Source: an optimization exercise on an open RTL-to-GDS flow (aim: small area, a short achievable clock period and few clock cycles). Production flows keep margins and buffers that such runs may drop.
Where RTL was checked, it was by simulation tests only, not by an equivalence proof against the original.
No activity file was given, so power comes from the tool's default toggle rates.

// fp_mult
module fp_mult(A, B, clk, reset, C, done, flow);
    input [31:0] A, B;
    input clk;
    input reset;
    output [31:0] C;
    output done;
    output [1:0] flow;
    wire be0_one = B[0] ^ 1'b0;
    wire be0_two = (B[1] & ~B[0] & ~1'b0) | (~B[1] & B[0] & 1'b0);
    wire be0_neg = B[1];
    wire be0_x0 = (A[0] ^ B[1]);
    wire be0_x1 = (A[1] ^ B[1]);
    wire be0_x2 = (A[2] ^ B[1]);
    wire be0_x3 = (A[3] ^ B[1]);
    wire be0_x4 = (A[4] ^ B[1]);
    wire be0_x5 = (A[5] ^ B[1]);
    wire be0_x6 = (A[6] ^ B[1]);
    wire be0_x7 = (A[7] ^ B[1]);
    wire be0_x8 = (A[8] ^ B[1]);
    wire be0_x9 = (A[9] ^ B[1]);
    wire be0_x10 = (A[10] ^ B[1]);
    wire be0_x11 = (A[11] ^ B[1]);
    wire be0_x12 = (A[12] ^ B[1]);
    wire be0_x13 = (A[13] ^ B[1]);
    wire be0_x14 = (A[14] ^ B[1]);
    wire be0_x15 = (A[15] ^ B[1]);
    wire be0_x16 = (A[16] ^ B[1]);
    wire be0_x17 = (A[17] ^ B[1]);
    wire be0_x18 = (A[18] ^ B[1]);
    wire be0_x19 = (A[19] ^ B[1]);
    wire be0_x20 = (A[20] ^ B[1]);
    wire be0_x21 = (A[21] ^ B[1]);
    wire be0_x22 = (A[22] ^ B[1]);
    wire be0_x23 = ~B[1];
    wire pp1 = (be0_one & be0_x0) | (be0_two & B[1]);
    wire pp2 = (be0_one & be0_x1) | (be0_two & be0_x0);
  ...
Size: about 2400 cells after synthesis.
Settings: LEC_CHECK=0, ABC_AREA=1, CAP_MARGIN=20, CORE_MARGIN=2, CORE_UTILIZATION=40, SLEW_MARGIN=20, SYNTH_HIERARCHICAL=1; clock period 5.0 ns.
standard.sh (not shown) runs the stock make flow with config.mk's settings and CLKGATE_MAP_FILE= SYNTH_SCRIPT=/design/flow/synth_recipe.tcl, a recipe that flattens the netlist after the stock synthesis.
==> flow/flow/run.sh <==
#!/bin/bash
set -o pipefail
export BUFFER_PORTS_ARGS="-buffer_cell sky130_fd_sc_hd__buf_4"
bash standard.sh > standard.log 2>&1
Next try:
--- a/flow/design.v
+++ b/flow/design.v
@@ -1284,26 +1284,23 @@
     wire G966 = g924 | (p925 & G964);
     wire P967 = 1'b0;
     wire G968 = g926 | (p927 & G966);
     wire P969 = 1'b0;
     wire G970 = g930 | (p931 & g928);
     wire P971 = p931 & p929;
     reg [81:0] r_m;           
     reg [8:0] r_esum;
     reg r_sign;
     reg r_done;
-    wire [81:0] m_next;
-    hold_mux #(.W(82)) u_hold (.load(reset), .q(r_m), .d({s564, c545, s544, c525, s524, s522, s506, c489, s488, c473, s472, c457, s456, c443, s442, c429, s428, s426, P971, G970, P969, G968, s906, c905, c901, s904, s900, c897, c891, s896, s890, c885, c877, s884, s876, c869, s868, c859, c849, s858, s848, c839, c829, s838, c827, s828, c817, s816, c805, s814, s804, c791, c777, s790, c775, s776, c761, c745, s760, c743, s744, c727, c709, s726, c707, s708, c689, s688, c669, s686, s668, c647, s646, c625, c605, s624, c603, c585, s604, c583, s584, c565}), .y(m_next));
-    always @(posedge clk)
-        r_m <= m_next;
     always @(posedge clk) begin
         if (reset) begin
+            r_m <= {s564, c545, s544, c525, s524, s522, s506, c489, s488, c473, s472, c457, s456, c443, s442, c429, s428, s426, P971, G970, P969, G968, s906, c905, c901, s904, s900, c897, c891, s896, s890, c885, c877, s884, s876, c869, s868, c859, c849, s858, s848, c839, c829, s838, c827, s828, c817, s816, c805, s814, s804, c791, c777, s790, c775, s776, c761, c745, s760, c743, s744, c727, c709, s726, c707, s708, c689, s688, c669, s686, s668, c647, s646, c625, c605, s624, c603, c585, s604, c583, s584, c565};
             r_esum <= {1'b0, A[30:23]} + {1'b0, B[30:23]};
             r_sign <= A[31] ^ B[31];
             r_done <= 1'b1;
         end
     end
     wire s972, c973;
     ha_cell u_s972 (.a(r_m[0]), .b(r_m[1]), .s(s972), .co(c973));
     wire s974, c975;
     fa_cell u_s974 (.a(r_m[2]), .b(r_m[3]), .c(r_m[4]), .s(s974), .co(c975));
     wire s976, c977;
@@ -1538,17 +1535,10 @@
     output s, co;
     assign s = a ^ b ^ c;
     assign co = (a & b) | (a & c) | (b & c);
 endmodule
 module ha_cell(a, b, s, co);
     input a, b;
     output s, co;
     assign s = a ^ b;
     assign co = a & b;
 endmodule
-module hold_mux(load, q, d, y);
-    parameter W = 1;
-    input load;
-    input [W-1:0] q, d;
-    output [W-1:0] y;
-    assign y = load ? d : q;
-endmodule
=>
- count of clock-buffer cells in the layout grows by 2
- power grows by 18%
- first-iteration DRC count grows by 19%
- cell count shrinks by 7.8%
- critical path depth shrinks by 1
- maximum frequency shrinks by 2.3%
Function was not checked in any run of this note: the RTL went through the layout flow alone.

---

## JK
Another version of the RTL of fp_mult (not shown whole).
Size: about 91 flip-flops, ~100 I/O pins, about 19,000 sq um of cells after synthesis.
Settings: LEC_CHECK=0, ABC_AREA=1, CAP_MARGIN=20, CORE_MARGIN=2, CORE_UTILIZATION=40, SLEW_MARGIN=20, SYNTH_HIERARCHICAL=1; clock period 5.0 ns.
Scripts as last shown in full above: flow/flow/run.sh
JK | stages: all done | timing, DRC, antenna: all pass
Testbench counts of JK, summed over its fixed seeds: cycles 2,400.
## Diff of input files: MS against JK
diff --git a/flow/design.v b/flow/design.v
--- a/flow/design.v
+++ b/flow/design.v
@@ -1012,19 +1012,19 @@
     wire P969 = 1'b0;
     wire G970 = g930 | (p931 & g928);
     wire P971 = p931 & p929;
     reg [81:0] r_m;           
     reg [8:0] r_esum;
     reg r_sign;
     reg r_done;
     always @(posedge clk) begin
         if (reset) begin
-            r_m <= {p949, g948, p947, g946, p945, g944, p943, g942, p941, g940, p939, g938, p937, g936, p935, g934, p933, g932, P971, G970, P969, G968, s906, c905, c901, s904, s900, c897, c891, s896, s890, c885, c877, s884, s876, c869, s868, c859, c849, s858, s848, c839, c829, s838, c827, s828, c817, s816, c805, s814, s804, c791, c777, s790, c775, s776, c761, c745, s760, c743, s744, c727, c709, s726, c707, s708, c689, s688, c669, s686, s668, c647, s646, c625, c605, s624, c603, c585, s604, c583, s584, c565};
+            r_m <= {s564, c545, s544, c525, s524, s522, s506, c489, s488, c473, s472, c457, s456, c443, s442, c429, s428, s426, P971, G970, P969, G968, s906, c905, c901, s904, s900, c897, c891, s896, s890, c885, c877, s884, s876, c869, s868, c859, c849, s858, s848, c839, c829, s838, c827, s828, c817, s816, c805, s814, s804, c791, c777, s790, c775, s776, c761, c745, s760, c743, s744, c727, c709, s726, c707, s708, c689, s688, c669, s686, s668, c647, s646, c625, c605, s624, c603, c585, s604, c583, s584, c565};
             r_esum <= {1'b0, A[30:23]} + {1'b0, B[30:23]};
             r_sign <= A[31] ^ B[31];
             r_done <= 1'b1;
         end
     end
     wire s972, c973;
     ha_cell u_s972 (.a(r_m[0]), .b(r_m[1]), .s(s972), .co(c973));
     wire s974, c975;
     fa_cell u_s974 (.a(r_m[2]), .b(r_m[3]), .c(r_m[4]), .s(s974), .co(c975));
@@ -1070,39 +1070,57 @@
     ha_cell u_s1014 (.a(r_m[50]), .b(r_m[51]), .s(s1014), .co(c1015));
     wire s1016, c1017;
     ha_cell u_s1016 (.a(r_m[52]), .b(r_m[53]), .s(s1016), .co(c1017));
     wire s1018, c1019;
     ha_cell u_s1018 (.a(r_m[54]), .b(r_m[55]), .s(s1018), .co(c1019));
     wire s1020, c1021;
     ha_cell u_s1020 (.a(r_m[56]), .b(r_m[57]), .s(s1020), .co(c1021));
     wire s1022, c1023;
     ha_cell u_s1022 (.a(r_m[58]), .b(r_m[59]), .s(s1022), .co(c1023));
-    wire G1024 = r_m[62] | (r_m[63] & r_m[60]);
-    wire P1025 = 1'b0;
-    wire G1026 = r_m[66] | (r_m[67] & r_m[64]);
-    wire P1027 = r_m[67] & r_m[65];
-    wire G1028 = r_m[70] | (r_m[71] & r_m[68]);
-    wire P1029 = r_m[71] & r_m[69];
-    wire G1030 = r_m[74] | (r_m[75] & r_m[72]);
-    wire P1031 = r_m[75] & r_m[73];
-    wire G1032 = r_m[78] | (r_m[79] & r_m[76]);
-    wire P1033 = r_m[79] & r_m[77];
-    wire G1034 = G1026 | (P1027 & G1024);
-    wire P1035 = 1'b0;
-    wire G1036 = G1030 | (P1031 & G1028);
-    wire P1037 = P1031 & P1029;
-    wire G1038 = r_m[80] | (r_m[81] & G1032);
-    wire P1039 = r_m[81] & P1033;
-    wire G1040 = G1036 | (P1037 & G1034);
-    wire P1041 = 1'b0;
-    wire G1042 = G1038 | (P1039 & G1040);
+    wire g1024 = r_m[64] & r_m[65];
+    wire p1025 = r_m[64] ^ r_m[65];
+    wire g1026 = r_m[66] & r_m[67];
+    wire p1027 = r_m[66] ^ r_m[67];
+    wire g1028 = r_m[68] & r_m[69];
+    wire p1029 = r_m[68] ^ r_m[69];
+    wire g1030 = r_m[70] & r_m[71];
+    wire p1031 = r_m[70] ^ r_m[71];
+    wire g1032 = r_m[72] & r_m[73];
+    wire p1033 = r_m[72] ^ r_m[73];
+    wire g1034 = r_m[74] & r_m[75];
+    wire p1035 = r_m[74] ^ r_m[75];
+    wire g1036 = r_m[76] & r_m[77];
+    wire p1037 = r_m[76] ^ r_m[77];
+    wire g1038 = r_m[78] & r_m[79];
+    wire p1039 = r_m[78] ^ r_m[79];
+    wire g1040 = r_m[80] & r_m[81];
+    wire p1041 = r_m[80] ^ r_m[81];
+    wire G1042 = r_m[62] | (r_m[63] & r_m[60]);
     wire P1043 = 1'b0;
-    wire cin = G1042;
+    wire G1044 = g1024 | (p1025 & G1042);
+    wire P1045 = 1'b0;
+    wire G1046 = g1028 | (p1029 & g1026);
+    wire P1047 = p1029 & p1027;
+    wire G1048 = g1032 | (p1033 & g1030);
+    wire P1049 = p1033 & p1031;
+    wire G1050 = g1036 | (p1037 & g1034);
+    wire P1051 = p1037 & p1035;
+    wire G1052 = g1040 | (p1041 & g1038);
+    wire P1053 = p1041 & p1039;
+    wire G1054 = G1046 | (P1047 & G1044);
+    wire P1055 = 1'b0;
+    wire G1056 = G1050 | (P1051 & G1048);
+    wire P1057 = P1051 & P1049;
+    wire G1058 = G1056 | (P1057 & G1054);
+    wire P1059 = 1'b0;
+    wire G1060 = G1052 | (P1053 & G1058);
+    wire P1061 = 1'b0;
+    wire cin = G1060;
     wire [25:0] r_a = {c1021, c1019, c1017, c1015, c1013, c1011, c1009, c1007, c1005, s1004, c1001, s1000, c997, s996, c993, s992, c989, s988, c985, s984, c981, c979, s978, c975, c973, s972};
     wire [24:0] r_b = {s1022, s1020, s1018, s1016, s1014, s1012, s1010, s1008, s1006, c1003, s1002, c999, s998, c995, s994, c991, s990, c987, s986, c983, s982, s980, c977, s976, s974};
     wire [24:0] xa = r_a[25:1];
     wire [24:0] xb = r_b;
     wire [24:0] gg = xa & xb;
     wire [24:0] pp = xa ^ xb;
     wire G0_1 = gg[1] | (pp[1] & gg[0]);
     wire P0_1 = pp[1] & pp[0];
     wire G0_3 = gg[3] | (pp[3] & gg[2]);
[summary]
[diff] worst hold slack, MS relative to JK: improvement. MS vs JK: global routing met1 resource utilization down. Status: compound-cell area share of the yosys netlist parity (JK, MS). Against JK, area of all placed cells without fillers in MS fell by a few percent. From JK to MS the numbers moved as follows: data required time at the worst endpoint roughly the same, clock-buffer cell count shows a reduction of 1, shortest clock period the worst path allows after layout now smaller.
Testbench counts of MS, summed over its fixed seeds: cycles 2,400.

---

Another version of the RTL of fp_mult (not shown whole).
Size: roughly 2300 cells after synthesis, ~100 I/O pins, about 18000 sq um of cells after synthesis.
clock: 5.0 ns
lec_check: 0
abc_area: 1
cap_margin: 20
core_margin: 2
core_utilization: 40
slew_margin: 20
synth_hierarchical: 1
Scripts as last shown in full above: flow/flow/run.sh
The first run completed, yet does not pass: setup timing.
Rerun with:
--- a/flow/design.v
+++ b/flow/design.v
@@ -1333,24 +1333,21 @@
     wire P1015 = 1'b0;
     wire G1016 = g976 | (p977 & G1012);
     wire P1017 = p977 & P1013;
     wire G1018 = G1016 | (P1017 & G1014);
     wire P1019 = 1'b0;
     reg [57:0] r_m;           
     reg [8:0] r_esum;
     reg r_sign;
     reg r_done;
-    wire [57:0] m_next;
-    hold_mux #(.W(58)) u_hold (.load(reset), .q(r_m), .d({s564, c545, s544, c525, P1019, G1018, s938, c937, c933, s936, s932, c929, c923, s928, s922, c917, c909, s916, s908, c901, c891, s900, s890, c881, c869, s880, s868, c857, c843, s856, s842, c829, c813, s828, s812, c797, c779, s796, s778, c761, c741, s760, s740, c721, c699, s720, s698, c677, s676, c653, c629, s652, s628, c607, c585, s606, s584, c565}), .y(m_next));
-    always @(posedge clk)
-        r_m <= m_next;
     always @(posedge clk) begin
         if (reset) begin
+            r_m <= {s564, c545, s544, c525, P1019, G1018, s938, c937, c933, s936, s932, c929, c923, s928, s922, c917, c909, s916, s908, c901, c891, s900, s890, c881, c869, s880, s868, c857, c843, s856, s842, c829, c813, s828, s812, c797, c779, s796, s778, c761, c741, s760, s740, c721, c699, s720, s698, c677, s676, c653, c629, s652, s628, c607, c585, s606, s584, c565};
             r_esum <= {1'b0, A[30:23]} + {1'b0, B[30:23]};
             r_sign <= A[31] ^ B[31];
             r_done <= 1'b1;
         end
     end
     wire s1020, c1021;
     ha_cell u_s1020 (.a(r_m[0]), .b(r_m[1]), .s(s1020), .co(c1021));
     wire s1022, c1023;
     ha_cell u_s1022 (.a(r_m[2]), .b(r_m[3]), .s(s1022), .co(c1023));
@@ -1557,16 +1554,9 @@
     assign s = a ^ b ^ c;
     assign co = (a & b) | (a & c) | (b & c);
 endmodule
 module ha_cell(a, b, s, co);
     input a, b;
     output s, co;
     assign s = a ^ b;
     assign co = a & b;
 endmodule
-module hold_mux(load, q, d, y);
-    parameter W = 1;
-    input load;
-    input [W-1:0] q, d;
-    output [W-1:0] y;
-    assign y = load ? d : q;
-endmodule
With this change the flow finished with timing, DRC and antenna clean; die area went down slightly; global-route usage went up by 0.25 points; via count went down by a few percent; power went up by about a fifth; utilization went down by 0.12 points.
No run of this note included a check of the RTL's function; only the layout flow was run.

---

Setup of old:
fp_mult, a different RTL version from the one above (not shown whole).
Size: roughly 2,400 cells after synthesis, about 0.019 mm2 of cells after synthesis.
==> flow/design.v (excerpt) <==
module fp_mult(A, B, clk, reset, C, done, flow);
    input [31:0] A, B;
    input clk;
    input reset;
    output [31:0] C;
    output done;
    output [1:0] flow;
    wire be0_one = B[0] ^ 1'b0;
    wire be0_two = (B[1] & ~B[0] & ~1'b0) | (~B[1] & B[0] & 1'b0);
    wire be0_neg = B[1];
    wire be0_x0 = (A[0] ^ B[1]);
    wire be0_x1 = (A[1] ^ B[1]);
    wire be0_x2 = (A[2] ^ B[1]);
    wire be0_x3 = (A[3] ^ B[1]);
    wire be0_x4 = (A[4] ^ B[1]);
    wire be0_x5 = (A[5] ^ B[1]);
    wire be0_x6 = (A[6] ^ B[1]);
    wire be0_x7 = (A[7] ^ B[1]);
    wire be0_x8 = (A[8] ^ B[1]);
    wire be0_x9 = (A[9] ^ B[1]);
    wire be0_x10 = (A[10] ^ B[1]);
    wire be0_x11 = (A[11] ^ B[1]);
    wire be0_x12 = (A[12] ^ B[1]);
    wire be0_x13 = (A[13] ^ B[1]);
    wire be0_x14 = (A[14] ^ B[1]);
    wire be0_x15 = (A[15] ^ B[1]);
    wire be0_x16 = (A[16] ^ B[1]);
    wire be0_x17 = (A[17] ^ B[1]);
    wire be0_x18 = (A[18] ^ B[1]);
    wire be0_x19 = (A[19] ^ B[1]);
    wire be0_x20 = (A[20] ^ B[1]);
    wire be0_x21 = (A[21] ^ B[1]);
    wire be0_x22 = (A[22] ^ B[1]);
    wire be0_x23 = ~B[1];
    wire pp1 = (be0_one & be0_x0) | (be0_two & B[1]);
  ...
clock: 5.0 ns
lec_check: 0
abc_area: 1
cap_margin: 20
core_margin: 2
core_utilization: 40
slew_margin: 20
synth_hierarchical: 1
Scripts as last shown in full above: flow/flow/run.sh
old has completed all stages; timing, DRC and antenna checks passed.
Testbench counts of old, summed over its fixed seeds: cycles 2,400.
Setup changes, old to new
--- a/flow/design.v
+++ b/flow/design.v
@@ -1319,20 +1319,17 @@
     wire P1001 = 1'b0;
     wire G1002 = g962 | (p963 & g960);
     wire P1003 = p963 & p961;
     reg [73:0] r_m;           
     reg [8:0] r_esum;
     reg r_sign;
     reg r_done;
-    wire [73:0] m_next;
-    hold_mux #(.W(74)) u_hold (.load(reset), .q(r_m), .d({s564, c545, s544, c525, s524, s522, s506, c489, s488, c473, s472, c457, s456, c443, s442, c429, s428, s426, P1003, G1002, P1001, G1000, s938, c937, c933, s936, s932, c929, c923, s928, s922, c917, c909, s916, s908, c901, c891, s900, s890, c881, c869, s880, s868, c857, c843, s856, s842, c829, c813, s828, s812, c797, c779, s796, s778, c761, c741, s760, s740, c721, c699, s720, s698, c677, s676, c653, c629, s652, s628, c607, c585, s606, s584, c565}), .y(m_next));
-    always @(posedge clk)
-        r_m <= m_next;
     always @(posedge clk) begin
         if (reset) begin
+            r_m <= {s564, c545, s544, c525, s524, s522, s506, c489, s488, c473, s472, c457, s456, c443, s442, c429, s428, s426, P1003, G1002, P1001, G1000, s938, c937, c933, s936, s932, c929, c923, s928, s922, c917, c909, s916, s908, c901, c891, s900, s890, c881, c869, s880, s868, c857, c843, s856, s842, c829, c813, s828, s812, c797, c779, s796, s778, c761, c741, s760, s740, c721, c699, s720, s698, c677, s676, c653, c629, s652, s628, c607, c585, s606, s584, c565};
             r_esum <= {1'b0, A[30:23]} + {1'b0, B[30:23]};
             r_sign <= A[31] ^ B[31];
             r_done <= 1'b1;
         end
     end
     wire s1004, c1005;
     ha_cell u_s1004 (.a(r_m[0]), .b(r_m[1]), .s(s1004), .co(c1005));
@@ -1573,14 +1570,7 @@
 endmodule
 module ha_cell(a, b, s, co);
     input a, b;
     output s, co;
     assign s = a ^ b;
     assign co = a & b;
 endmodule
-module hold_mux(load, q, d, y);
-    parameter W = 1;
-    input load;
-    input [W-1:0] q, d;
-    output [W-1:0] y;
-    assign y = load ? d : q;
-endmodule
Findings:
new: clock group share of total power is 0.3 points lower than what old reported.
Critical path depth (new over old): decrease, 1
From old to new the numbers moved as follows: gate count of the mapped netlist fell 222; length of routed met2 wiring shows a reduction of 9.9%.
Area after synthesis ended up about 0.8% lower on new than on old.
Compared with old, the detailed router inserted fewer vias in new.
| smallest setup slack after layout | new vs old | worse |
Going from old to new, the total power divided by cell area was found to have gone up by about 20%.
Between old and new, number of antenna violations at the first check in global routing increased.
Total number of nets in the final design: lower on new
[compare] base=old new=new: number of global-route vias before repair fell by 1,070, final cell utilization of the core went up by 0.93 points.
Only the layout flow was run in new; the RTL was not checked for function there.

## afterwards: timing with drivers on the ports
In the flow no input, the clock included, has a driving cell. The finished layouts below were timed again as built, in two steps.
Step 1 assumes that a clkbuf_16 drives the clock port and a buf_2 every other input.
Step 2 also shifts input and output timing later by t, the mid clock arrival at the registers, as if the neighbouring blocks saw the same clock.
Slacks: ideal / step 1 / step 2; pairs: ideal / step 1.
run	t (ns)	setup WS [ns]	clock arrival spread, ns
the first run of note 1	0.420	0.194 / 0.140 / 0.118	0.015 / 0.016
the second run of note 1	0.420	0.080 / 0.027 / 0.006	0.014 / 0.014
JK	0.421	0.097 / 0.041 / -0.240	0.014 / 0.015
MS	0.412	0.136 / 0.091 / -0.036	0.022 / 0.022
the first run of note 3	0.394	-0.003 / -0.050 / -0.215	0.010 / 0.010
the second run of note 3	0.395	0.090 / 0.042 / -0.238	0.015 / 0.014
old	0.413	0.304 / 0.247 / -0.037	0.008 / 0.008
new	0.430	0.179 / 0.126 / -0.074	0.010 / 0.011
Met with ideal ports but missed after step 2: setup timing in 5 of these runs. The setup slack of old, which loses most, moves by -0.057 ns with the drivers and by -0.341 ns with both steps.
